Background: an optimization exercise with open tools, aiming at small area and a short achievable clock period. Do not read the settings as production practice.
Function was not checked in any run shown here: the RTL went through the layout flow alone.
No activity file was given, so power comes from the tool's default toggle rates.

===== flow/config.mk =====
export PLATFORM = sky130hd
export DESIGN_NAME = tta16
export DESIGN_NICKNAME = tta16
export VERILOG_FILES = /design/flow/design.v
export SDC_FILE = /design/flow/constraint.sdc
export NUM_CORES = 4
export LEC_CHECK = 0
export ABC_CLOCK_PERIOD_IN_PS = 3500
export CAP_MARGIN = 20
export CORE_MARGIN = 2
export CORE_UTILIZATION = 40
export PLACE_DENSITY = 0.6
export SETUP_SLACK_MARGIN = 4.5
export SLEW_MARGIN = 20

===== flow/constraint.sdc =====
create_clock -name core_clock -period 8.0 [get_ports {cpu_clk_i}]
set_input_delay 1.6000 -clock core_clock [delete_from_list [all_inputs] [get_ports {cpu_clk_i}]]
set_output_delay 1.6000 -clock core_clock [all_outputs]
set_load 0.01 [all_outputs]

===== flow/design.v =====
module mul16_cs (
	input	[15:0]	a,
	input	[15:0]	b,
	output	[31:0]	s,
	output	[31:0]	c
);
wire one0 = b[0] ^ 1'b0;
wire two0 = (b[1] & ~b[0] & ~1'b0) | (~b[1] & b[0] & 1'b0);
wire neg0 = b[1];
wire pp0_0 = ((one0 & a[0]) | (two0 & 1'b0)) ^ neg0;
wire pp0_1 = ((one0 & a[1]) | (two0 & a[0])) ^ neg0;
wire pp0_2 = ((one0 & a[2]) | (two0 & a[1])) ^ neg0;
wire pp0_3 = ((one0 & a[3]) | (two0 & a[2])) ^ neg0;
wire pp0_4 = ((one0 & a[4]) | (two0 & a[3])) ^ neg0;
wire pp0_5 = ((one0 & a[5]) | (two0 & a[4])) ^ neg0;
wire pp0_6 = ((one0 & a[6]) | (two0 & a[5])) ^ neg0;
wire pp0_7 = ((one0 & a[7]) | (two0 & a[6])) ^ neg0;
wire pp0_8 = ((one0 & a[8]) | (two0 & a[7])) ^ neg0;
wire pp0_9 = ((one0 & a[9]) | (two0 & a[8])) ^ neg0;
wire pp0_10 = ((one0 & a[10]) | (two0 & a[9])) ^ neg0;
wire pp0_11 = ((one0 & a[11]) | (two0 & a[10])) ^ neg0;
wire pp0_12 = ((one0 & a[12]) | (two0 & a[11])) ^ neg0;
wire pp0_13 = ((one0 & a[13]) | (two0 & a[12])) ^ neg0;
wire pp0_14 = ((one0 & a[14]) | (two0 & a[13])) ^ neg0;
wire pp0_15 = ((one0 & a[15]) | (two0 & a[14])) ^ neg0;
wire pp0_16 = ((one0 & 1'b0) | (two0 & a[15])) ^ neg0;
wire one1 = b[2] ^ b[1];
wire two1 = (b[3] & ~b[2] & ~b[1]) | (~b[3] & b[2] & b[1]);
wire neg1 = b[3];
wire pp1_0 = ((one1 & a[0]) | (two1 & 1'b0)) ^ neg1;
wire pp1_1 = ((one1 & a[1]) | (two1 & a[0])) ^ neg1;
wire pp1_2 = ((one1 & a[2]) | (two1 & a[1])) ^ neg1;
wire pp1_3 = ((one1 & a[3]) | (two1 & a[2])) ^ neg1;
wire pp1_4 = ((one1 & a[4]) | (two1 & a[3])) ^ neg1;
wire pp1_5 = ((one1 & a[5]) | (two1 & a[4])) ^ neg1;
wire pp1_6 = ((one1 & a[6]) | (two1 & a[5])) ^ neg1;
wire pp1_7 = ((one1 & a[7]) | (two1 & a[6])) ^ neg1;
wire pp1_8 = ((one1 & a[8]) | (two1 & a[7])) ^ neg1;
wire pp1_9 = ((one1 & a[9]) | (two1 & a[8])) ^ neg1;
wire pp1_10 = ((one1 & a[10]) | (two1 & a[9])) ^ neg1;
wire pp1_11 = ((one1 & a[11]) | (two1 & a[10])) ^ neg1;
wire pp1_12 = ((one1 & a[12]) | (two1 & a[11])) ^ neg1;
wire pp1_13 = ((one1 & a[13]) | (two1 & a[12])) ^ neg1;
wire pp1_14 = ((one1 & a[14]) | (two1 & a[13])) ^ neg1;
wire pp1_15 = ((one1 & a[15]) | (two1 & a[14])) ^ neg1;
wire pp1_16 = ((one1 & 1'b0) | (two1 & a[15])) ^ neg1;
wire one2 = b[4] ^ b[3];
wire two2 = (b[5] & ~b[4] & ~b[3]) | (~b[5] & b[4] & b[3]);
wire neg2 = b[5];
wire pp2_0 = ((one2 & a[0]) | (two2 & 1'b0)) ^ neg2;
wire pp2_1 = ((one2 & a[1]) | (two2 & a[0])) ^ neg2;
wire pp2_2 = ((one2 & a[2]) | (two2 & a[1])) ^ neg2;
wire pp2_3 = ((one2 & a[3]) | (two2 & a[2])) ^ neg2;
wire pp2_4 = ((one2 & a[4]) | (two2 & a[3])) ^ neg2;
wire pp2_5 = ((one2 & a[5]) | (two2 & a[4])) ^ neg2;
wire pp2_6 = ((one2 & a[6]) | (two2 & a[5])) ^ neg2;
wire pp2_7 = ((one2 & a[7]) | (two2 & a[6])) ^ neg2;
wire pp2_8 = ((one2 & a[8]) | (two2 & a[7])) ^ neg2;
wire pp2_9 = ((one2 & a[9]) | (two2 & a[8])) ^ neg2;
wire pp2_10 = ((one2 & a[10]) | (two2 & a[9])) ^ neg2;
wire pp2_11 = ((one2 & a[11]) | (two2 & a[10])) ^ neg2;
wire pp2_12 = ((one2 & a[12]) | (two2 & a[11])) ^ neg2;
wire pp2_13 = ((one2 & a[13]) | (two2 & a[12])) ^ neg2;
wire pp2_14 = ((one2 & a[14]) | (two2 & a[13])) ^ neg2;
wire pp2_15 = ((one2 & a[15]) | (two2 & a[14])) ^ neg2;
wire pp2_16 = ((one2 & 1'b0) | (two2 & a[15])) ^ neg2;
wire one3 = b[6] ^ b[5];
wire two3 = (b[7] & ~b[6] & ~b[5]) | (~b[7] & b[6] & b[5]);
wire neg3 = b[7];
wire pp3_0 = ((one3 & a[0]) | (two3 & 1'b0)) ^ neg3;
wire pp3_1 = ((one3 & a[1]) | (two3 & a[0])) ^ neg3;
wire pp3_2 = ((one3 & a[2]) | (two3 & a[1])) ^ neg3;
wire pp3_3 = ((one3 & a[3]) | (two3 & a[2])) ^ neg3;
wire pp3_4 = ((one3 & a[4]) | (two3 & a[3])) ^ neg3;
wire pp3_5 = ((one3 & a[5]) | (two3 & a[4])) ^ neg3;
wire pp3_6 = ((one3 & a[6]) | (two3 & a[5])) ^ neg3;
wire pp3_7 = ((one3 & a[7]) | (two3 & a[6])) ^ neg3;
wire pp3_8 = ((one3 & a[8]) | (two3 & a[7])) ^ neg3;
wire pp3_9 = ((one3 & a[9]) | (two3 & a[8])) ^ neg3;
wire pp3_10 = ((one3 & a[10]) | (two3 & a[9])) ^ neg3;
wire pp3_11 = ((one3 & a[11]) | (two3 & a[10])) ^ neg3;
wire pp3_12 = ((one3 & a[12]) | (two3 & a[11])) ^ neg3;
wire pp3_13 = ((one3 & a[13]) | (two3 & a[12])) ^ neg3;
wire pp3_14 = ((one3 & a[14]) | (two3 & a[13])) ^ neg3;
wire pp3_15 = ((one3 & a[15]) | (two3 & a[14])) ^ neg3;
wire pp3_16 = ((one3 & 1'b0) | (two3 & a[15])) ^ neg3;
wire one4 = b[8] ^ b[7];
wire two4 = (b[9] & ~b[8] & ~b[7]) | (~b[9] & b[8] & b[7]);
wire neg4 = b[9];
wire pp4_0 = ((one4 & a[0]) | (two4 & 1'b0)) ^ neg4;
wire pp4_1 = ((one4 & a[1]) | (two4 & a[0])) ^ neg4;
wire pp4_2 = ((one4 & a[2]) | (two4 & a[1])) ^ neg4;
wire pp4_3 = ((one4 & a[3]) | (two4 & a[2])) ^ neg4;
wire pp4_4 = ((one4 & a[4]) | (two4 & a[3])) ^ neg4;
wire pp4_5 = ((one4 & a[5]) | (two4 & a[4])) ^ neg4;
wire pp4_6 = ((one4 & a[6]) | (two4 & a[5])) ^ neg4;
wire pp4_7 = ((one4 & a[7]) | (two4 & a[6])) ^ neg4;
wire pp4_8 = ((one4 & a[8]) | (two4 & a[7])) ^ neg4;
wire pp4_9 = ((one4 & a[9]) | (two4 & a[8])) ^ neg4;
wire pp4_10 = ((one4 & a[10]) | (two4 & a[9])) ^ neg4;
wire pp4_11 = ((one4 & a[11]) | (two4 & a[10])) ^ neg4;
wire pp4_12 = ((one4 & a[12]) | (two4 & a[11])) ^ neg4;
wire pp4_13 = ((one4 & a[13]) | (two4 & a[12])) ^ neg4;
wire pp4_14 = ((one4 & a[14]) | (two4 & a[13])) ^ neg4;
wire pp4_15 = ((one4 & a[15]) | (two4 & a[14])) ^ neg4;
wire pp4_16 = ((one4 & 1'b0) | (two4 & a[15])) ^ neg4;
wire one5 = b[10] ^ b[9];
wire two5 = (b[11] & ~b[10] & ~b[9]) | (~b[11] & b[10] & b[9]);
wire neg5 = b[11];
wire pp5_0 = ((one5 & a[0]) | (two5 & 1'b0)) ^ neg5;
wire pp5_1 = ((one5 & a[1]) | (two5 & a[0])) ^ neg5;
wire pp5_2 = ((one5 & a[2]) | (two5 & a[1])) ^ neg5;
wire pp5_3 = ((one5 & a[3]) | (two5 & a[2])) ^ neg5;
wire pp5_4 = ((one5 & a[4]) | (two5 & a[3])) ^ neg5;
wire pp5_5 = ((one5 & a[5]) | (two5 & a[4])) ^ neg5;
wire pp5_6 = ((one5 & a[6]) | (two5 & a[5])) ^ neg5;
wire pp5_7 = ((one5 & a[7]) | (two5 & a[6])) ^ neg5;
wire pp5_8 = ((one5 & a[8]) | (two5 & a[7])) ^ neg5;
wire pp5_9 = ((one5 & a[9]) | (two5 & a[8])) ^ neg5;
wire pp5_10 = ((one5 & a[10]) | (two5 & a[9])) ^ neg5;
wire pp5_11 = ((one5 & a[11]) | (two5 & a[10])) ^ neg5;
wire pp5_12 = ((one5 & a[12]) | (two5 & a[11])) ^ neg5;
wire pp5_13 = ((one5 & a[13]) | (two5 & a[12])) ^ neg5;
wire pp5_14 = ((one5 & a[14]) | (two5 & a[13])) ^ neg5;
wire pp5_15 = ((one5 & a[15]) | (two5 & a[14])) ^ neg5;
wire pp5_16 = ((one5 & 1'b0) | (two5 & a[15])) ^ neg5;
wire one6 = b[12] ^ b[11];
wire two6 = (b[13] & ~b[12] & ~b[11]) | (~b[13] & b[12] & b[11]);
wire neg6 = b[13];
wire pp6_0 = ((one6 & a[0]) | (two6 & 1'b0)) ^ neg6;
wire pp6_1 = ((one6 & a[1]) | (two6 & a[0])) ^ neg6;
wire pp6_2 = ((one6 & a[2]) | (two6 & a[1])) ^ neg6;
wire pp6_3 = ((one6 & a[3]) | (two6 & a[2])) ^ neg6;
wire pp6_4 = ((one6 & a[4]) | (two6 & a[3])) ^ neg6;
wire pp6_5 = ((one6 & a[5]) | (two6 & a[4])) ^ neg6;
wire pp6_6 = ((one6 & a[6]) | (two6 & a[5])) ^ neg6;
wire pp6_7 = ((one6 & a[7]) | (two6 & a[6])) ^ neg6;
wire pp6_8 = ((one6 & a[8]) | (two6 & a[7])) ^ neg6;
wire pp6_9 = ((one6 & a[9]) | (two6 & a[8])) ^ neg6;
wire pp6_10 = ((one6 & a[10]) | (two6 & a[9])) ^ neg6;
wire pp6_11 = ((one6 & a[11]) | (two6 & a[10])) ^ neg6;
wire pp6_12 = ((one6 & a[12]) | (two6 & a[11])) ^ neg6;
wire pp6_13 = ((one6 & a[13]) | (two6 & a[12])) ^ neg6;
wire pp6_14 = ((one6 & a[14]) | (two6 & a[13])) ^ neg6;
wire pp6_15 = ((one6 & a[15]) | (two6 & a[14])) ^ neg6;
wire pp6_16 = ((one6 & 1'b0) | (two6 & a[15])) ^ neg6;
wire one7 = b[14] ^ b[13];
wire two7 = (b[15] & ~b[14] & ~b[13]) | (~b[15] & b[14] & b[13]);
wire neg7 = b[15];
wire pp7_0 = ((one7 & a[0]) | (two7 & 1'b0)) ^ neg7;
wire pp7_1 = ((one7 & a[1]) | (two7 & a[0])) ^ neg7;
wire pp7_2 = ((one7 & a[2]) | (two7 & a[1])) ^ neg7;
wire pp7_3 = ((one7 & a[3]) | (two7 & a[2])) ^ neg7;
wire pp7_4 = ((one7 & a[4]) | (two7 & a[3])) ^ neg7;
wire pp7_5 = ((one7 & a[5]) | (two7 & a[4])) ^ neg7;
wire pp7_6 = ((one7 & a[6]) | (two7 & a[5])) ^ neg7;
wire pp7_7 = ((one7 & a[7]) | (two7 & a[6])) ^ neg7;
wire pp7_8 = ((one7 & a[8]) | (two7 & a[7])) ^ neg7;
wire pp7_9 = ((one7 & a[9]) | (two7 & a[8])) ^ neg7;
wire pp7_10 = ((one7 & a[10]) | (two7 & a[9])) ^ neg7;
wire pp7_11 = ((one7 & a[11]) | (two7 & a[10])) ^ neg7;
wire pp7_12 = ((one7 & a[12]) | (two7 & a[11])) ^ neg7;
wire pp7_13 = ((one7 & a[13]) | (two7 & a[12])) ^ neg7;
wire pp7_14 = ((one7 & a[14]) | (two7 & a[13])) ^ neg7;
wire pp7_15 = ((one7 & a[15]) | (two7 & a[14])) ^ neg7;
wire pp7_16 = ((one7 & 1'b0) | (two7 & a[15])) ^ neg7;
wire pp8_0 = a[0] & b[15];
wire pp8_1 = a[1] & b[15];
wire pp8_2 = a[2] & b[15];
wire pp8_3 = a[3] & b[15];
wire pp8_4 = a[4] & b[15];
wire pp8_5 = a[5] & b[15];
wire pp8_6 = a[6] & b[15];
wire pp8_7 = a[7] & b[15];
wire pp8_8 = a[8] & b[15];
wire pp8_9 = a[9] & b[15];
wire pp8_10 = a[10] & b[15];
wire pp8_11 = a[11] & b[15];
wire pp8_12 = a[12] & b[15];
wire pp8_13 = a[13] & b[15];
wire pp8_14 = a[14] & b[15];
wire pp8_15 = a[15] & b[15];
wire hs1 = neg1 ^ pp0_2;
wire hc2 = neg1 & pp0_2;
wire hs3 = pp0_3 ^ pp1_1;
wire hc4 = pp0_3 & pp1_1;
wire fs5 = neg2 ^ pp0_4 ^ pp1_2;
wire fc6 = (neg2 & pp0_4) | (pp1_2 & (neg2 ^ pp0_4));
wire hs7 = pp2_0 ^ hc4;
wire hc8 = pp2_0 & hc4;
wire fs9 = pp0_5 ^ pp1_3 ^ pp2_1;
wire fc10 = (pp0_5 & pp1_3) | (pp2_1 & (pp0_5 ^ pp1_3));
wire hs11 = fc6 ^ fs9;
wire hc12 = fc6 & fs9;
wire fs13 = neg3 ^ pp0_6 ^ pp1_4;
wire fc14 = (neg3 & pp0_6) | (pp1_4 & (neg3 ^ pp0_6));
wire fs15 = pp2_2 ^ pp3_0 ^ fc10;
wire fc16 = (pp2_2 & pp3_0) | (fc10 & (pp2_2 ^ pp3_0));
wire hs17 = fs13 ^ hc12;
wire hc18 = fs13 & hc12;
wire fs19 = pp0_7 ^ pp1_5 ^ pp2_3;
wire fc20 = (pp0_7 & pp1_5) | (pp2_3 & (pp0_7 ^ pp1_5));
wire fs21 = pp3_1 ^ fc14 ^ fs19;
wire fc22 = (pp3_1 & fc14) | (fs19 & (pp3_1 ^ fc14));
wire hs23 = fc16 ^ fs21;
wire hc24 = fc16 & fs21;
wire fs25 = neg4 ^ pp0_8 ^ pp1_6;
wire fc26 = (neg4 & pp0_8) | (pp1_6 & (neg4 ^ pp0_8));
wire fs27 = pp2_4 ^ pp3_2 ^ pp4_0;
wire fc28 = (pp2_4 & pp3_2) | (pp4_0 & (pp2_4 ^ pp3_2));
wire fs29 = fc20 ^ fs25 ^ fs27;
wire fc30 = (fc20 & fs25) | (fs27 & (fc20 ^ fs25));
wire hs31 = fc22 ^ fs29;
wire hc32 = fc22 & fs29;
wire fs33 = pp0_9 ^ pp1_7 ^ pp2_5;
wire fc34 = (pp0_9 & pp1_7) | (pp2_5 & (pp0_9 ^ pp1_7));
wire fs35 = pp3_3 ^ pp4_1 ^ fc26;
wire fc36 = (pp3_3 & pp4_1) | (fc26 & (pp3_3 ^ pp4_1));
wire fs37 = fc28 ^ fs33 ^ fc30;
wire fc38 = (fc28 & fs33) | (fc30 & (fc28 ^ fs33));
wire hs39 = fs35 ^ hc32;
wire hc40 = fs35 & hc32;
wire fs41 = neg5 ^ pp0_10 ^ pp1_8;
wire fc42 = (neg5 & pp0_10) | (pp1_8 & (neg5 ^ pp0_10));
wire fs43 = pp2_6 ^ pp3_4 ^ pp4_2;
wire fc44 = (pp2_6 & pp3_4) | (pp4_2 & (pp2_6 ^ pp3_4));
wire fs45 = pp5_0 ^ fc34 ^ fs41;
wire fc46 = (pp5_0 & fc34) | (fs41 & (pp5_0 ^ fc34));
wire fs47 = fs43 ^ fc36 ^ fs45;
wire fc48 = (fs43 & fc36) | (fs45 & (fs43 ^ fc36));
wire hs49 = fc38 ^ fs47;
wire hc50 = fc38 & fs47;
wire fs51 = pp0_11 ^ pp1_9 ^ pp2_7;
wire fc52 = (pp0_11 & pp1_9) | (pp2_7 & (pp0_11 ^ pp1_9));
wire fs53 = pp3_5 ^ pp4_3 ^ pp5_1;
wire fc54 = (pp3_5 & pp4_3) | (pp5_1 & (pp3_5 ^ pp4_3));
wire fs55 = fc42 ^ fc44 ^ fs51;
wire fc56 = (fc42 & fc44) | (fs51 & (fc42 ^ fc44));
wire fs57 = fs53 ^ fc46 ^ fs55;
wire fc58 = (fs53 & fc46) | (fs55 & (fs53 ^ fc46));
wire hs59 = fc48 ^ fs57;
wire hc60 = fc48 & fs57;
wire fs61 = neg6 ^ pp0_12 ^ pp1_10;
wire fc62 = (neg6 & pp0_12) | (pp1_10 & (neg6 ^ pp0_12));
wire fs63 = pp2_8 ^ pp3_6 ^ pp4_4;
wire fc64 = (pp2_8 & pp3_6) | (pp4_4 & (pp2_8 ^ pp3_6));
wire fs65 = pp5_2 ^ pp6_0 ^ fc52;
wire fc66 = (pp5_2 & pp6_0) | (fc52 & (pp5_2 ^ pp6_0));
wire fs67 = fc54 ^ fs61 ^ fs63;
wire fc68 = (fc54 & fs61) | (fs63 & (fc54 ^ fs61));
wire fs69 = fc56 ^ fs65 ^ fs67;
wire fc70 = (fc56 & fs65) | (fs67 & (fc56 ^ fs65));
wire hs71 = fc58 ^ fs69;
wire hc72 = fc58 & fs69;
wire fs73 = pp0_13 ^ pp1_11 ^ pp2_9;
wire fc74 = (pp0_13 & pp1_11) | (pp2_9 & (pp0_13 ^ pp1_11));
wire fs75 = pp3_7 ^ pp4_5 ^ pp5_3;
wire fc76 = (pp3_7 & pp4_5) | (pp5_3 & (pp3_7 ^ pp4_5));
wire fs77 = pp6_1 ^ fc62 ^ fc64;
wire fc78 = (pp6_1 & fc62) | (fc64 & (pp6_1 ^ fc62));
wire fs79 = fs73 ^ fs75 ^ fc66;
wire fc80 = (fs73 & fs75) | (fc66 & (fs73 ^ fs75));
wire fs81 = fc68 ^ fs77 ^ fs79;
wire fc82 = (fc68 & fs77) | (fs79 & (fc68 ^ fs77));
wire hs83 = fc70 ^ hc72;
wire hc84 = fc70 & hc72;
wire fs85 = neg7 ^ pp0_14 ^ pp1_12;
wire fc86 = (neg7 & pp0_14) | (pp1_12 & (neg7 ^ pp0_14));
wire fs87 = pp2_10 ^ pp3_8 ^ pp4_6;
wire fc88 = (pp2_10 & pp3_8) | (pp4_6 & (pp2_10 ^ pp3_8));
wire fs89 = pp5_4 ^ pp6_2 ^ pp7_0;
wire fc90 = (pp5_4 & pp6_2) | (pp7_0 & (pp5_4 ^ pp6_2));
wire fs91 = fc74 ^ fc76 ^ fs85;
wire fc92 = (fc74 & fc76) | (fs85 & (fc74 ^ fc76));
wire fs93 = fs87 ^ fs89 ^ fc78;
wire fc94 = (fs87 & fs89) | (fc78 & (fs87 ^ fs89));
wire fs95 = fs91 ^ fc80 ^ fs93;
wire fc96 = (fs91 & fc80) | (fs93 & (fs91 ^ fc80));
wire hs97 = fc82 ^ fs95;
wire hc98 = fc82 & fs95;
wire fs99 = pp0_15 ^ pp1_13 ^ pp2_11;
wire fc100 = (pp0_15 & pp1_13) | (pp2_11 & (pp0_15 ^ pp1_13));
wire fs101 = pp3_9 ^ pp4_7 ^ pp5_5;
wire fc102 = (pp3_9 & pp4_7) | (pp5_5 & (pp3_9 ^ pp4_7));
wire fs103 = pp6_3 ^ pp7_1 ^ fc86;
wire fc104 = (pp6_3 & pp7_1) | (fc86 & (pp6_3 ^ pp7_1));
wire fs105 = fc88 ^ fc90 ^ fs99;
wire fc106 = (fc88 & fc90) | (fs99 & (fc88 ^ fc90));
wire fs107 = fs101 ^ fc92 ^ fs103;
wire fc108 = (fs101 & fc92) | (fs103 & (fs101 ^ fc92));
wire fs109 = fs105 ^ fc94 ^ fs107;
wire fc110 = (fs105 & fc94) | (fs107 & (fs105 ^ fc94));
wire hs111 = fc96 ^ fs109;
wire hc112 = fc96 & fs109;
wire fs113 = pp8_0 ^ pp0_16 ^ pp1_14;
wire fc114 = (pp8_0 & pp0_16) | (pp1_14 & (pp8_0 ^ pp0_16));
wire fs115 = pp2_12 ^ pp3_10 ^ pp4_8;
wire fc116 = (pp2_12 & pp3_10) | (pp4_8 & (pp2_12 ^ pp3_10));
wire fs117 = pp5_6 ^ pp6_4 ^ pp7_2;
wire fc118 = (pp5_6 & pp6_4) | (pp7_2 & (pp5_6 ^ pp6_4));
wire fs119 = fc100 ^ fc102 ^ fs113;
wire fc120 = (fc100 & fc102) | (fs113 & (fc100 ^ fc102));
wire fs121 = fs115 ^ fs117 ^ fc104;
wire fc122 = (fs115 & fs117) | (fc104 & (fs115 ^ fs117));
wire fs123 = fc106 ^ fs119 ^ fc108;
wire fc124 = (fc106 & fs119) | (fc108 & (fc106 ^ fs119));
wire fs125 = fs121 ^ fc110 ^ fs123;
wire fc126 = (fs121 & fc110) | (fs123 & (fs121 ^ fc110));
wire fs127 = neg0 ^ pp8_1 ^ pp1_15;
wire fc128 = (neg0 & pp8_1) | (pp1_15 & (neg0 ^ pp8_1));
wire fs129 = pp2_13 ^ pp3_11 ^ pp4_9;
wire fc130 = (pp2_13 & pp3_11) | (pp4_9 & (pp2_13 ^ pp3_11));
wire fs131 = pp5_7 ^ pp6_5 ^ pp7_3;
wire fc132 = (pp5_7 & pp6_5) | (pp7_3 & (pp5_7 ^ pp6_5));
wire fs133 = fc114 ^ fc116 ^ fc118;
wire fc134 = (fc114 & fc116) | (fc118 & (fc114 ^ fc116));
wire fs135 = fs127 ^ fs129 ^ fs131;
wire fc136 = (fs127 & fs129) | (fs131 & (fs127 ^ fs129));
wire fs137 = fc120 ^ fs133 ^ fs135;
wire fc138 = (fc120 & fs133) | (fs135 & (fc120 ^ fs133));
wire fs139 = fc122 ^ fs137 ^ fc124;
wire fc140 = (fc122 & fs137) | (fc124 & (fc122 ^ fs137));
wire fs141 = neg0 ^ pp8_2 ^ pp1_16;
wire fc142 = (neg0 & pp8_2) | (pp1_16 & (neg0 ^ pp8_2));
wire fs143 = pp2_14 ^ pp3_12 ^ pp4_10;
wire fc144 = (pp2_14 & pp3_12) | (pp4_10 & (pp2_14 ^ pp3_12));
wire fs145 = pp5_8 ^ pp6_6 ^ pp7_4;
wire fc146 = (pp5_8 & pp6_6) | (pp7_4 & (pp5_8 ^ pp6_6));
wire fs147 = fc128 ^ fc130 ^ fc132;
wire fc148 = (fc128 & fc130) | (fc132 & (fc128 ^ fc130));
wire fs149 = fs141 ^ fs143 ^ fs145;
wire fc150 = (fs141 & fs143) | (fs145 & (fs141 ^ fs143));
wire fs151 = fc134 ^ fc136 ^ fs147;
wire fc152 = (fc134 & fc136) | (fs147 & (fc134 ^ fc136));
wire fs153 = fs149 ^ fc138 ^ fs151;
wire fc154 = (fs149 & fc138) | (fs151 & (fs149 ^ fc138));
wire fs155 = ~neg0 ^ ~neg1 ^ pp8_3;
wire fc156 = (~neg0 & ~neg1) | (pp8_3 & (~neg0 ^ ~neg1));
wire fs157 = pp2_15 ^ pp3_13 ^ pp4_11;
wire fc158 = (pp2_15 & pp3_13) | (pp4_11 & (pp2_15 ^ pp3_13));
wire fs159 = pp5_9 ^ pp6_7 ^ pp7_5;
wire fc160 = (pp5_9 & pp6_7) | (pp7_5 & (pp5_9 ^ pp6_7));
wire fs161 = fs155 ^ fc142 ^ fc144;
wire fc162 = (fs155 & fc142) | (fc144 & (fs155 ^ fc142));
wire fs163 = fc146 ^ fs157 ^ fs159;
wire fc164 = (fc146 & fs157) | (fs159 & (fc146 ^ fs157));
wire fs165 = fc148 ^ fc150 ^ fs161;
wire fc166 = (fc148 & fc150) | (fs161 & (fc148 ^ fc150));
wire fs167 = fs163 ^ fc152 ^ fs165;
wire fc168 = (fs163 & fc152) | (fs165 & (fs163 ^ fc152));
wire fs169 = 1'b1 ^ pp8_4 ^ fc156;
wire fc170 = (1'b1 & pp8_4) | (fc156 & (1'b1 ^ pp8_4));
wire fs171 = pp2_16 ^ pp3_14 ^ pp4_12;
wire fc172 = (pp2_16 & pp3_14) | (pp4_12 & (pp2_16 ^ pp3_14));
wire fs173 = pp5_10 ^ pp6_8 ^ pp7_6;
wire fc174 = (pp5_10 & pp6_8) | (pp7_6 & (pp5_10 ^ pp6_8));
wire fs175 = fs169 ^ fc158 ^ fc160;
wire fc176 = (fs169 & fc158) | (fc160 & (fs169 ^ fc158));
wire fs177 = fs171 ^ fs173 ^ fc162;
wire fc178 = (fs171 & fs173) | (fc162 & (fs171 ^ fs173));
wire fs179 = fc164 ^ fs175 ^ fc166;
wire fc180 = (fc164 & fs175) | (fc166 & (fc164 ^ fs175));
wire hs181 = fs177 ^ fc168;
wire hc182 = fs177 & fc168;
wire fs183 = ~neg2 ^ pp8_5 ^ pp3_15;
wire fc184 = (~neg2 & pp8_5) | (pp3_15 & (~neg2 ^ pp8_5));
wire fs185 = pp4_13 ^ pp5_11 ^ pp6_9;
wire fc186 = (pp4_13 & pp5_11) | (pp6_9 & (pp4_13 ^ pp5_11));
wire fs187 = pp7_7 ^ fc170 ^ fc172;
wire fc188 = (pp7_7 & fc170) | (fc172 & (pp7_7 ^ fc170));
wire fs189 = fc174 ^ fs183 ^ fs185;
wire fc190 = (fc174 & fs183) | (fs185 & (fc174 ^ fs183));
wire fs191 = fc176 ^ fs187 ^ fs189;
wire fc192 = (fc176 & fs187) | (fs189 & (fc176 ^ fs187));
wire fs193 = fc178 ^ fs191 ^ fc180;
wire fc194 = (fc178 & fs191) | (fc180 & (fc178 ^ fs191));
wire fs195 = 1'b1 ^ pp8_6 ^ pp3_16;
wire fc196 = (1'b1 & pp8_6) | (pp3_16 & (1'b1 ^ pp8_6));
wire fs197 = pp4_14 ^ pp5_12 ^ pp6_10;
wire fc198 = (pp4_14 & pp5_12) | (pp6_10 & (pp4_14 ^ pp5_12));
wire fs199 = pp7_8 ^ fc184 ^ fc186;
wire fc200 = (pp7_8 & fc184) | (fc186 & (pp7_8 ^ fc184));
wire fs201 = fs195 ^ fs197 ^ fc188;
wire fc202 = (fs195 & fs197) | (fc188 & (fs195 ^ fs197));
wire fs203 = fc190 ^ fs199 ^ fs201;
wire fc204 = (fc190 & fs199) | (fs201 & (fc190 ^ fs199));
wire hs205 = fc192 ^ fs203;
wire hc206 = fc192 & fs203;
wire fs207 = ~neg3 ^ pp8_7 ^ pp4_15;
wire fc208 = (~neg3 & pp8_7) | (pp4_15 & (~neg3 ^ pp8_7));
wire fs209 = pp5_13 ^ pp6_11 ^ pp7_9;
wire fc210 = (pp5_13 & pp6_11) | (pp7_9 & (pp5_13 ^ pp6_11));
wire fs211 = fc196 ^ fc198 ^ fs207;
wire fc212 = (fc196 & fc198) | (fs207 & (fc196 ^ fc198));
wire fs213 = fs209 ^ fc200 ^ fs211;
wire fc214 = (fs209 & fc200) | (fs211 & (fs209 ^ fc200));
wire fs215 = fc202 ^ fs213 ^ fc204;
wire fc216 = (fc202 & fs213) | (fc204 & (fc202 ^ fs213));
wire fs217 = 1'b1 ^ pp8_8 ^ pp4_16;
wire fc218 = (1'b1 & pp8_8) | (pp4_16 & (1'b1 ^ pp8_8));
wire fs219 = pp5_14 ^ pp6_12 ^ pp7_10;
wire fc220 = (pp5_14 & pp6_12) | (pp7_10 & (pp5_14 ^ pp6_12));
wire fs221 = fc208 ^ fc210 ^ fs217;
wire fc222 = (fc208 & fc210) | (fs217 & (fc208 ^ fc210));
wire fs223 = fs219 ^ fc212 ^ fs221;
wire fc224 = (fs219 & fc212) | (fs221 & (fs219 ^ fc212));
wire hs225 = fc214 ^ fs223;
wire hc226 = fc214 & fs223;
wire fs227 = ~neg4 ^ pp8_9 ^ pp5_15;
wire fc228 = (~neg4 & pp8_9) | (pp5_15 & (~neg4 ^ pp8_9));
wire fs229 = pp6_13 ^ pp7_11 ^ fc218;
wire fc230 = (pp6_13 & pp7_11) | (fc218 & (pp6_13 ^ pp7_11));
wire fs231 = fc220 ^ fs227 ^ fc222;
wire fc232 = (fc220 & fs227) | (fc222 & (fc220 ^ fs227));
wire fs233 = fs229 ^ fc224 ^ fs231;
wire fc234 = (fs229 & fc224) | (fs231 & (fs229 ^ fc224));
wire fs235 = 1'b1 ^ pp8_10 ^ pp5_16;
wire fc236 = (1'b1 & pp8_10) | (pp5_16 & (1'b1 ^ pp8_10));
wire fs237 = pp6_14 ^ pp7_12 ^ fc228;
wire fc238 = (pp6_14 & pp7_12) | (fc228 & (pp6_14 ^ pp7_12));
wire fs239 = fs235 ^ fc230 ^ fs237;
wire fc240 = (fs235 & fc230) | (fs237 & (fs235 ^ fc230));
wire hs241 = fc232 ^ fs239;
wire hc242 = fc232 & fs239;
wire fs243 = ~neg5 ^ pp8_11 ^ pp6_15;
wire fc244 = (~neg5 & pp8_11) | (pp6_15 & (~neg5 ^ pp8_11));
wire fs245 = pp7_13 ^ fc236 ^ fs243;
wire fc246 = (pp7_13 & fc236) | (fs243 & (pp7_13 ^ fc236));
wire fs247 = fc238 ^ fs245 ^ fc240;
wire fc248 = (fc238 & fs245) | (fc240 & (fc238 ^ fs245));
wire fs249 = 1'b1 ^ pp8_12 ^ pp6_16;
wire fc250 = (1'b1 & pp8_12) | (pp6_16 & (1'b1 ^ pp8_12));
wire fs251 = pp7_14 ^ fc244 ^ fs249;
wire fc252 = (pp7_14 & fc244) | (fs249 & (pp7_14 ^ fc244));
wire hs253 = fc246 ^ fs251;
wire hc254 = fc246 & fs251;
wire fs255 = ~neg6 ^ pp8_13 ^ pp7_15;
wire fc256 = (~neg6 & pp8_13) | (pp7_15 & (~neg6 ^ pp8_13));
wire fs257 = fc250 ^ fs255 ^ fc252;
wire fc258 = (fc250 & fs255) | (fc252 & (fc250 ^ fs255));
wire fs259 = 1'b1 ^ pp8_14 ^ pp7_16;
wire fc260 = (1'b1 & pp8_14) | (pp7_16 & (1'b1 ^ pp8_14));
wire hs261 = fc256 ^ fs259;
wire hc262 = fc256 & fs259;
wire fs263 = ~neg7 ^ pp8_15 ^ fc260;
wire fc264 = (~neg7 & pp8_15) | (fc260 & (~neg7 ^ pp8_15));
assign s[0] = pp0_0;
assign c[0] = neg0;
assign s[1] = pp0_1;
assign c[1] = 1'b0;
assign s[2] = pp1_0;
assign c[2] = hs1;
assign s[3] = hc2;
assign c[3] = hs3;
assign s[4] = fs5;
assign c[4] = hs7;
assign s[5] = hc8;
assign c[5] = hs11;
assign s[6] = fs15;
assign c[6] = hs17;
assign s[7] = hc18;
assign c[7] = hs23;
assign s[8] = hc24;
assign c[8] = hs31;
assign s[9] = fs37;
assign c[9] = hs39;
assign s[10] = hc40;
assign c[10] = hs49;
assign s[11] = hc50;
assign c[11] = hs59;
assign s[12] = hc60;
assign c[12] = hs71;
assign s[13] = fs81;
assign c[13] = hs83;
assign s[14] = hc84;
assign c[14] = hs97;
assign s[15] = hc98;
assign c[15] = hs111;
assign s[16] = hc112;
assign c[16] = fs125;
assign s[17] = fc126;
assign c[17] = fs139;
assign s[18] = fc140;
assign c[18] = fs153;
assign s[19] = fc154;
assign c[19] = fs167;
assign s[20] = fs179;
assign c[20] = hs181;
assign s[21] = hc182;
assign c[21] = fs193;
assign s[22] = fc194;
assign c[22] = hs205;
assign s[23] = hc206;
assign c[23] = fs215;
assign s[24] = fc216;
assign c[24] = hs225;
assign s[25] = hc226;
assign c[25] = fs233;
assign s[26] = fc234;
assign c[26] = hs241;
assign s[27] = hc242;
assign c[27] = fs247;
assign s[28] = fc248;
assign c[28] = hs253;
assign s[29] = hc254;
assign c[29] = fs257;
assign s[30] = fc258;
assign c[30] = hs261;
assign s[31] = hc262;
assign c[31] = fs263;
endmodule
`timescale 1ns/100ps
module tta16 (
	input		cpu_clk_i,
	input		cpu_rst_i,
	output	reg		wb_cyc_o,
	output		[1:0]	wb_stb_o,
	output	reg		wb_we_o,
	input			wb_ack_i,
	input			wb_rty_i,
	input			wb_err_i,
	output		[2:0]	wb_cti_o,
	output		[1:0]	wb_bte_o,
	output		[22:0]	wb_adr_o,
	output		[1:0]	wb_sel_o,
	output		[15:0]	wb_dat_o,
	input		[1:0]	wb_sel_i,
	input		[15:0]	wb_dat_i,
	output			imem_en_o,
	output		[9:0]	imem_adr_o,
	input		[31:0]	imem_dat_i,
	output		[1:0]	imem_we_o,
	output		[9:0]	imem_wadr_o,
	output		[15:0]	imem_wdat_o
);
reg		run;		 
reg	[15:0]	rf[15:0];
reg	[15:0]	t_reg0, t_reg1;
reg	[9:0]	pc_prev;
reg		t_bra;
reg	[9:0]	iadr;
reg	[6:0]	rseg, wseg;
reg	[15:0]	t_data_a, t_data_b, t_data_c, t_com;
reg		t_rad, t_wad;			 
reg		t_sub, t_bits;			 
reg	[1:0]	t_mode;				 
reg		t_reg, t_mul, t_msr;		 
reg		x_zf, x_bf;
reg	[15:0]	x_diff, x_bits, x_mem;
reg	[31:0]	x_ps;				 
reg	[31:0]	x_pc;				 
reg	[22:0]	wb_adr;
reg	[15:0]	wb_dat;
wire	[31:0]	instr	= imem_dat_i;
wire	[1:0]	f_src_a	= instr[31:30];
wire	[2:0]	f_dst_a	= instr[29:27];
wire	[1:0]	f_src_b	= instr[26:25];
wire	[2:0]	f_dst_b	= instr[24:22];
wire	[1:0]	f_src_c	= instr[21:20];
wire	[1:0]	f_dst_c	= instr[19:18];
wire	[2:0]	f_com	= instr[17:15];
wire	[3:0]	f_reg1	= instr[14:11];
wire	[3:0]	f_reg0	= {instr[14], instr[10:8]};
wire	[15:0]	f_immed	= {{9{instr[7]}}, instr[6:0]};
wire	[15:0]	f_limm	= {{6{instr[10]}}, instr[9:0]};
wire	[9:0]	pc_next	= {pc_prev[8:1], pc_prev[0]^pc_prev[3], pc_prev[9]};
wire	[9:0]	pc	= t_bra ? t_data_a[9:0] : pc_next;
wire	[31:0]	prod	= x_ps + {x_pc[31:2], 1'b0, x_pc[0]};
assign	wb_cti_o	= 3'b000;
assign	wb_bte_o	= 2'b00;
assign	wb_sel_o	= 2'b11;
assign	wb_adr_o	= wb_adr;
assign	wb_dat_o	= wb_dat;
assign	wb_stb_o	= {wb_adr[22], ~wb_adr[22]};
assign	imem_en_o	= run;
assign	imem_adr_o	= pc;
assign	imem_we_o	= {run & t_msr & (t_data_c[2:0] == 3'd5),
			   run & t_msr & (t_data_c[2:0] == 3'd4)};
assign	imem_wadr_o	= iadr;
assign	imem_wdat_o	= t_com;
wire	mem_op	= (f_dst_a == 3'd2 || f_dst_a == 3'd3);
always @(posedge cpu_clk_i)
	if (cpu_rst_i)		run	<= 1;
	else if (wb_ack_i)	run	<= 1;
	else if (mem_op)	run	<= 0;
always @(posedge cpu_clk_i)
	if (run) begin
		case (f_src_a)
		0:	t_data_a	<= t_com;
		1:	t_data_a	<= f_limm;
		2:	t_data_a	<= t_reg0;
		3:	t_data_a	<= x_mem;
		endcase
		case (f_src_b)
		0:	t_data_b	<= t_com;
		1:	t_data_b	<= f_immed;
		2:	t_data_b	<= t_reg0;
		3:	t_data_b	<= x_mem;
		endcase
		case (f_src_c)
		0:	t_data_c	<= t_com;
		1:	t_data_c	<= x_diff;
		2:	t_data_c	<= t_reg1;
		3:	t_data_c	<= {6'd0, pc_next};
		endcase
		case (f_com)
		0:	t_com	<= t_com;
		1:	t_com	<= f_immed;
		2:	t_com	<= t_reg1;
		3:	t_com	<= x_mem;
		4:	t_com	<= x_diff;
		5:	t_com	<= x_bits;
		6:	t_com	<= prod[15:0];
		7:	t_com	<= prod[31:16];
		endcase
		t_sub	<= (f_dst_b == 3'd1 || f_dst_b == 3'd2);
		t_bits	<= (f_dst_b == 3'd3 || f_dst_b[2]);
		t_mode	<= f_dst_b[1:0];
		t_reg	<= (f_dst_c == 2'd1);
		t_mul	<= (f_dst_c == 2'd2);
		t_msr	<= (f_dst_c == 2'd3);
		t_reg0	<= rf[f_reg0];
		t_reg1	<= rf[f_reg1];
	end
always @(posedge cpu_clk_i) begin
	t_rad	<= run & (f_dst_a == 3'd2);
	t_wad	<= run & (f_dst_a == 3'd3);
end
wire	jmp	= (f_dst_a == 3'd1) ||
		  (f_dst_a == 3'd5 && !x_bf) ||
		  (f_dst_a == 3'd4 && x_bf) ||
		  (f_dst_a == 3'd7 && !x_zf) ||
		  (f_dst_a == 3'd6 && x_zf);
always @(posedge cpu_clk_i)
	if (cpu_rst_i)		t_bra	<= 0;
	else if (run)		t_bra	<= !t_bra && jmp;
always @(posedge cpu_clk_i)
	if (cpu_rst_i)		pc_prev	<= 10'd1;
	else if (run)		pc_prev	<= pc;
always @(posedge cpu_clk_i)
	if (run && t_reg)	rf[f_reg1]	<= t_data_c;
always @(posedge cpu_clk_i)
	if (cpu_rst_i)		x_bf	<= 0;
	else if (run && t_sub)	{x_bf, x_diff}	<= {1'b0, t_com} - {1'b0, t_data_b};
wire	[31:0]	mul_s, mul_c;
mul16_cs MUL (
	.a	(t_data_c),
	.b	(t_com),
	.s	(mul_s),
	.c	(mul_c)
);
always @(posedge cpu_clk_i)
	if (run && t_mul) begin
		x_ps	<= mul_s;
		x_pc	<= mul_c;
	end
reg	[15:0]	bits_n;
always @(*)
	case (t_mode)
	0:	bits_n	= ~(t_data_b & t_com);
	1:	bits_n	= t_data_b & t_com;
	2:	bits_n	= ~(t_data_b | t_com);
	3:	bits_n	= ~(t_data_b ^ t_com);
	endcase
always @(posedge cpu_clk_i)
	if (cpu_rst_i)
		x_zf	<= 1;
	else if (run && t_bits) begin
		x_bits	<= ~bits_n;
		x_zf	<= &bits_n;
	end
always @(posedge cpu_clk_i)
	if (cpu_rst_i)	{rseg, wseg, iadr}	<= 0;
	else if (t_msr) case (t_data_c[2:0])
		0:	rseg	<= t_com[6:0];
		1:	wseg	<= t_com[6:0];
		2:	iadr	<= t_com[9:0];
	endcase
always @(posedge cpu_clk_i)
	if (cpu_rst_i)
		{wb_we_o, wb_cyc_o}	<= 0;
	else if (t_wad) begin
		wb_cyc_o	<= 1;
		wb_we_o		<= 1;
		wb_adr		<= {wseg, t_data_a};
		wb_dat		<= t_data_c;
	end else if (t_rad) begin
		wb_cyc_o	<= 1;
		wb_we_o		<= 0;
		wb_adr		<= {rseg, t_data_a};
	end else if (wb_ack_i || wb_rty_i)
		{wb_we_o, wb_cyc_o}	<= 0;
always @(posedge cpu_clk_i)
	if (wb_ack_i)	x_mem	<= wb_dat_i;
endmodule	 

===== flow/run.sh =====
#!/bin/bash
# synth_recipe.tcl (not shown) runs the flow's synth.tcl, then flattens the netlist and writes it again
# the make line also repeats each setting of config.mk as NAME=value (left out here)
make -C /OpenROAD-flow-scripts/flow DESIGN_CONFIG=/design/flow/config.mk WORK_HOME=/design/flow/orfs CLKGATE_MAP_FILE= SYNTH_SCRIPT=/design/flow/synth_recipe.tcl finish

==> impl_metrics.csv, run 1 <==
group,metric,value,unit
die,die_x,300,um
critical_path,cp-end-kind,"flip-flop",
hold_path,hp-class,"flip-flop to flip-flop",
cts,insertion_delay,0.67,ns
synth,yosys_warnings,1,
critical_path,worstPathArrival,4.27,ns
synth,yosysSeqAreaShare,46.1,%
sta,setup_viol,0,
synth,synth_ff_type,"edfxtp_1",
synth,synth_cells,2991,
cts,hold_buffers,0,
critical_path,required,8.35,ns
die,core,86800,sq um
final_layout,syn2layout_area_growth,22.7,%
synth,synth_seq_cells,551,
detailed_routing,wl_met2,57300,um
sta,hold_viol,0,
detailed_routing,drtIter0Drc,3793,
die,initial_utilization,40.3,%
sta,period_minus_slack,3.92,ns
power,ir_drop,0.497,mV
global_route,antenna_found_initial,10,
status,run_status,"timing/DRC/antenna clean",
sta,fin_skew,0.0692,ns
critical_path,worst-path-buf-inv,4,
global_route,grt_pass1_wl,182000,um
sta,drv_slew,0,
global_route,grt-ovfl-total,0,
critical_path,start_kind,"flip-flop",
detailed_routing,ant_nets,0,
sta,max_slew_margin,29.5,%
cts,cts_max_level,2,
detailed_routing,wl_per_cell,29.2,um
cts,clk_pin_slew,0.06,ns
detailed_routing,drc,0,
synth,synth_edf_count,509,
cts,root_buffer,"clkbuf_16",
die,dieArea,89900,sq um
detailed_routing,drt_wl_total,127000,um
place,gp_congestion,0.930,
sta,grt_setup_unrepaired,"true",
cts,cts_buffer_depth,3,
sta,tightest_slew,1.06,ns
critical_path,crit_slowest_cell,"fa_2",
synth,synth_area,35000,sq um
detailed_routing,vias,27450,
power,fin_total_pwr,0.0224,W
sta,setup-tns-final,0,ns
power,powerDensity,521,nW/um^2
critical_path,critical_path_peak_fanout,7,
detailed_routing,via_per_inst,6.29,
synth,syn_avg_cell_area,11.7,sq um
detailed_routing,first_pass_iters,6,
power,power.leakage,15.4,nW
die,die_y,300,um
sta,period_share,49.1,%
detailed_routing,top_layer,"met5",
die,io_pins,144,
cts,numCtsBuffers,60,
critical_path,cp_slowest_stage_delay,0.54,ns
critical_path,crit_chain,"buf_12 -> buf_16 -> maj3_2 -> o22ai_2 -> a21oi_2 -> fa_2 -> inv_2 -> fa_2 -> fa_2 -> fa_1 -> inv_2 -> fa_2",
final_layout,nets,3423,
critical_path,crit_path_frequent_cell,"fa_2",
cts,clock-sinks,551,
critical_path,crit_type,"flip-flop to flip-flop",
synth,synth-async-reset-ratio,0,%
global_route,grt_pass1_vias,26113,
final_layout,drive_above_1_share,25.8,%
cts,cts_tree,"built",
die,rows,108,
detailed_routing,dr_wl_met3,14600,um
sta,max_clock_freq,0.255,GHz
synth,yosysUniqueCellTypes,75,
detailed_routing,wl_met1,49800,um
place,port_buffers,133,
final_layout,regMostFlops,"rf",
run,max_cap_violations,0,
critical_path,crit_family,"adder cells",
global_route,grt_max_degree,66,
global_route,grt_usage,27.7,%
final_layout,largest_reg_flops,256,
final_layout,top_regs,"rf: 256 flops, x_ps: 32 flops, x_pc: 31 flops",
place,dp_hpwl,77000,um
-- what timing repair did --
action                                  4_1_cts  5_1_grt
gates cloned                                 27        5
setup buffers                               104       26
pin swaps                                    53       66
endpoints found under the setup margin      121       81
gates resized for setup                     300      148
-- metrics by stage --
step           cells  worst slack [ns]  cell area (sq um)  hold WS [ns]  util (%)
3_5_place_dp    4088              2.98              37500         0.406      43.2
5_1_grt         4363              4.01              42900         0.427      49.5
2_1_floorplan   2996              4.25              35500         0.400         -
3_3_place_gp    4084              3.06              37400         0.413      43.1
6_report        4366              4.08              43000         0.425      49.5
4_1_cts         4332              4.15              42200         0.420      48.7
-- cells in the mapped netlist, drive strengths merged, types with 37 or more instances --
master / n / area [sq um]
a21oi: 289 / 1460
buf: 73 / 327
clkbuf: 198 / 744
dfxtp: 42 / 841
edfxtp: 509 / 15300
fa: 106 / 2120
ha: 105 / 1310
inv: 186 / 698
maj3: 37 / 370
mux4: 202 / 4550
nand2: 207 / 777
nand2b: 47 / 294
nor2: 216 / 813
nor3: 38 / 200
o211ai: 50 / 375
o21ai: 189 / 953
o22ai: 67 / 419
or3: 43 / 269
xnor2: 40 / 350
-- per-layer routing --
metal	track usage [%]	vias to the layer above
li1	-	11533
met1	38.3	13737
met2	43.1	1869
met3	5.62	307
met4	10.4	4
met5	0	-
-- cell type report --
type / count / area, sq um
flip-flops and latches: 551 / 16100
well taps: 1155 / 1450
inverters: 191 / 801
diodes: 3 / 7.51
clock buffers: 74 / 1640
multi-input cells: 1984 / 17900
clock inverters: 39 / 432
fillers: 7459 / 43800
repair buffers: 369 / 4560
-- placed cells by master, fill, tap and decap left out, drive strengths merged, types with 9 or more instances in the layout --
cell             n
o311a           11
inv            180
xnor2           40
nand4           11
mux4           202
or3             43
nor2           216
clkinv          31
o21bai           9
nor3            38
dfxtp           42
nor4             9
o22ai           67
dlygate4sd2     18
mux2i           33
fa             106
buf            218
edfxtp         509
nand2          207
a22oi           25
nand3           31
xor2            29
o21ai          189
clkdlybuf4s50  100
ha             105
a31o            17
maj3            37
a211oi          19
o31ai           10
a21oi          289
nand2b          47
mux2            25
bufbuf          23
o211ai          50
nor2b           26
clkbuf          81
a221oi          20
clkinvlp        13
-- final timing paths --
kind	from	end	slack (ns)	cells after the start
max	t_com[2]$_DFFE_PP_	x_pc[16]$_DFFE_PP_	4.08	12
min	t_data_a[14]$_DFFE_PP_	wb_adr[14]$_DFFE_PP_	0.42	0
max reg2reg	t_com[2]$_DFFE_PP_	x_pc[16]$_DFFE_PP_	4.08	12
min reg2reg	t_data_a[14]$_DFFE_PP_	wb_adr[14]$_DFFE_PP_	0.42	0
-- report_power, final --
group	switching (W)	total, W	internal [W]	leakage [nW]
Combinational	0.00855	0.0149	0.00631	9.21
Clock	0.00124	0.00290	0.00166	1.01
Sequential	0.000246	0.00464	0.00439	5.17
Total	0.0100	0.0224	0.0124	15.4
-- kinds of logic (layout without fill, tap and decap cells) --
kind of cell	after synthesis	in the layout	share of synthesized area [%]
AOI/OAI and AO/OA	745	745	12.9
and+or+nand+nor	654	655	8.53
DFF	551	551	46.1
buffers and inverters	462	673	5.11
muxes	260	260	14.7
adders and majority gates	248	248	10.9
xor gates and xnor gates	69	69	1.73
other	2	10	0.0215
==> run 2: changes to the inputs <==
--- a/flow/config.mk
+++ b/flow/config.mk
@@ -6,9 +6,7 @@
 export NUM_CORES = 4
 export LEC_CHECK = 0
-export ABC_CLOCK_PERIOD_IN_PS = 3500
 export CAP_MARGIN = 20
 export CORE_MARGIN = 2
 export CORE_UTILIZATION = 40
 export PLACE_DENSITY = 0.6
-export SETUP_SLACK_MARGIN = 4.5
 export SLEW_MARGIN = 20
==> run 2 against run 1 <==
  * Clock power grew 2%
  * Via count shrank 6.8%
  * Die area is the same
  * Critical endpoint unchanged
==> impl_metrics.csv, run 2 <==
group,metric,value,unit
detailed_routing,via_per_inst,6.08,
cts,cts_buffer_depth,3,
critical_path,crit_family,"adder cells",
place,gp_congestion,0.905,
synth,synth_top_cell_by_area,"edfxtp_1",
cts,clk_pin_slew,0.06,ns
cts,clock-sinks,551,
critical_path,crit_path_frequent_cell,"fa_1",
synth,synth_cells,2991,
sta,max_clock_freq,0.197,GHz
hold_path,hp-class,"flip-flop to flip-flop",
critical_path,crit_type,"flip-flop to flip-flop",
cts,hold_buffers,0,
power,clkPwrFrac,16.5,%
place,postPlaceCellArea,37400,sq um
final_layout,syn2layout_area_growth,12.9,%
critical_path,cp-end-kind,"flip-flop",
power,ir_drop,0.291,mV
critical_path,r2r_setup_slack,2.91,ns
final_layout,nets,3268,
power,power_frac_seq,25.8,%
global_route,antenna_found_initial,5,
sta,tightest_slew,1.10,ns
detailed_routing,drt_wl_total,106000,um
synth,yosysSeqAreaShare,46.1,%
final_layout,regMostFlops,"rf",
die,core,86800,sq um
final_layout,fillCellCount,7819,
detailed_routing,top_layer,"met5",
global_route,grt_pass1_vias,25088,
sta,grt_setup_unrepaired,"false",
synth,yosys_warnings,1,
final_layout,antennaDiodeCount,0,
sta,fin_skew,0.0768,ns
sta,drv_slew,0,
synth,synth_edf_count,509,
detailed_routing,wl_met2,50600,um
die,die_x,300,um
critical_path,crit_chain,"buf_4 -> clkinv_1 -> nand3_1 -> o21ai_0 -> a21oi_1 -> fa_1 -> inv_1 -> fa_1 -> fa_1 -> fa_1 -> inv_1 -> fa_1",
synth,synth-async-reset-ratio,0,%
final_layout,layout_commonest_cell,"edfxtp_1",
synth,yosys-top-cells-area,"edfxtp_1 44%, mux4_2 13%, fa_1 6.1%",
final_layout,mostFrequentLayoutCells,"509 x edfxtp_1, 286 x a21oi_1, 207 x nand2_1, 202 x mux4_2, 200 x nor2_1",
detailed_routing,drc,0,
die,initial_utilization,40.3,%
power,p_comb_share,57.7,%
critical_path,reg2reg_to,"x_pc[16]$_DFFE_PP_",
sta,setup-tns-final,0,ns
critical_path,worst-path-buf-inv,4,
global_route,grt-ovfl-total,0,
synth,syn_avg_cell_area,11.7,sq um
critical_path,rr_worst_depth,12,
detailed_routing,wl_per_cell,25.1,um
detailed_routing,first_pass_iters,6,
critical_path,cp_slowest_stage_delay,0.85,ns
final_layout,drive_above_1_share,15.5,%
global_route,grt_max_degree,100,
detailed_routing,ant_nets,0,
run,max_cap_violations,0,
sta,period_share,63.6,%
place,port_buffers,133,
detailed_routing,drtIter0Drc,2890,
die,io_pins,144,
final_layout,largest_reg_flops,256,
final_layout,stdcell_area,39500,sq um
hold_path,min_to,"wb_adr[12]$_DFFE_PP_",
final_layout,top_regs,"rf: 256 flops, x_ps: 32 flops, x_pc: 31 flops",
critical_path,required,8.35,ns
die,die_y,300,um
sta,setup_viol,0,
hold_path,hp-start,"t_data_a[12]$_DFFE_PP_",
synth,yosysMostFrequentCell,"edfxtp_1",
cts,root_buffer,"clkbuf_16",
sta,period_minus_slack,5.09,ns
power,p_int,0.0101,W
critical_path,crit_slowest_cell,"clkinv_1",
detailed_routing,dr_wl_met3,9530,um
critical_path,worstPathArrival,5.43,ns
synth,yosysUniqueCellTypes,75,
global_route,grt_pass1_wl,157000,um
die,rows,108,
cts,cts_max_level,2,
synth,synth_area,35000,sq um
critical_path,critical_path_peak_fanout,99,
cts,cts_tree,"built",
global_route,grt_usage,23.1,%
detailed_routing,wl_met1,42000,um
synth,netlist_top_cells_count,"509 x edfxtp_1, 286 x a21oi_1, 215 x nor2_1, 207 x nand2_1, 202 x mux4_2",
power,powerDensity,455,nW/um^2
synth,synth_top_area_share,43.7,%
detailed_routing,vias,25570,
hold_path,whs_path_depth,0,
status,run_status,"timing/DRC/antenna clean",
cts,post-cts-setup-buffers,0,
sta,max_slew_margin,26.5,%
cts,numCtsBuffers,60,
synth,synth_ff_type,"edfxtp_1",
cts,cts_resized,0,
critical_path,r2r_start,"t_com[3]$_DFFE_PP_",
power,power.leakage,13.9,nW
critical_path,start_kind,"flip-flop",
cts,insertion_delay,0.68,ns
sta,hold_viol,0,
place,dp_hpwl,73200,um
power,p_switching,0.00785,W
power,switching_share,43.7,%
die,dieArea,89900,sq um
synth,synth_seq_cells,551,
-- run 2: cell types whose count changed in the layout (fill, tap and decap cells not counted), sizes merged --
cell           change
diode              -3
clkinvlp          -11
inv                +9
dlymetal6s2s       -3
dlygate4sd2       -18
clkbuf             -5
bufinv             +2
bufbuf            -23
and2               -1
clkdlybuf4s50     +22
buf              -126
-- run 2: power by group through the flow --
stage | Combinational, W | Clock (W) | Sequential, W
after floorplan | 0.00732 | 0 | 0.00466
after global placement | 0.0102 | 0 | 0.00468
after detailed placement | 0.0103 | 0 | 0.00470
after CTS | 0.0104 | 0.00301 | 0.00464
after global routing | 0.0121 | 0.00313 | 0.00467
final | 0.0104 | 0.00297 | 0.00464
-- run 2: logic make-up (layout without fill, tap and decap cells) --
logic type	count (synthesis)	count (layout)	share of synthesized area [%]
AO/OA/AOI/OAI	745	745	12.9
XOR/XNOR	69	69	1.73
adder cells (fa/ha/maj)	248	248	10.9
buffers and inverters	462	520	5.11
flip-flops	551	551	46.1
multiplexers	260	260	14.7
other	2	7	0.0215
AND/OR/NAND/NOR	654	654	8.53
-- run 2: worst max path at each step --
stage / end / depth (start not counted) / slack (ns) / start
floorplan: x_pc[0]$_DFFE_PP_ / 3 / 2.96 / run$_SDFFE_PP1P_
global placement: x_pc[16]$_DFFE_PP_ / 12 / 3.04 / t_com[3]$_DFFE_PP_
detailed placement: x_pc[16]$_DFFE_PP_ / 12 / 3.01 / t_com[3]$_DFFE_PP_
CTS: x_pc[16]$_DFFE_PP_ / 12 / 2.98 / t_com[3]$_DFFE_PP_
global route: x_pc[16]$_DFFE_PP_ / 12 / 2.66 / t_com[3]$_DFFE_PP_
finish: x_pc[16]$_DFFE_PP_ / 12 / 2.91 / t_com[3]$_DFFE_PP_
-- run 2: area by class of cell --
class	count	area (sq um)	share of cell area (%)
clock buffer	75	1670	4.23
clock inverter	39	489	1.24
inverter	191	717	1.81
multi-input combinational	1983	17200	43.5
sequential	551	16100	40.8
tap	1155	1450	3.66
timing repair buffer	215	1890	4.79
-- run 2: metal layers --
layer | vias to the layer above | track usage (%)
li1 | 11184 | -
met4 | 4 | 7.73
met2 | 1271 | 38.2
met3 | 196 | 4.14
met5 | - | 0
met1 | 12915 | 30.8
-- run 2: per-stage QoR --
stage | worst slack [ns] | util, % | total power (W) | hold WS (ns) | cells
finish | 2.91 | 45.6 | 0.0180 | 0.388 | 4209
global route | 2.66 | 45.6 | 0.0199 | 0.379 | 4209
CTS | 2.98 | 45.6 | 0.0180 | 0.382 | 4207
detailed placement | 3.01 | 43.1 | 0.0150 | 0.411 | 4093
global placement | 3.04 | 43.1 | 0.0149 | 0.412 | 4093
floorplan | 2.96 | - | 0.0120 | 0.400 | 2996

[separate check: timing with driven ports]
No port has a modelled driver above. Below, the same layouts with a new extraction and two added sets of constraints.
Step 1 assumes that a clkbuf_16 drives the clock port and a buf_2 every other input.
Step 2, shift: input delay + t, output delay - t, t = (earliest + latest rising clock arrival at the registers) / 2. This alone moves slack from input paths to output paths.
Slacks: no drivers / after step 1 / after step 2; pairs: no drivers / after step 1.
run	t (ns)	slack for setup (ns)	hold slack, ns
run 1	0.706	4.075 / 4.075 / 3.841	0.425 / 0.425 / 0.425
run 2	0.707	2.915 / 2.915 / 2.915	0.388 / 0.388 / 0.388
After both steps every run listed still meets setup and hold. For run 1, which loses most, drivers alone change the setup slack by 0.000 ns; drivers and shift together by -0.234 ns.
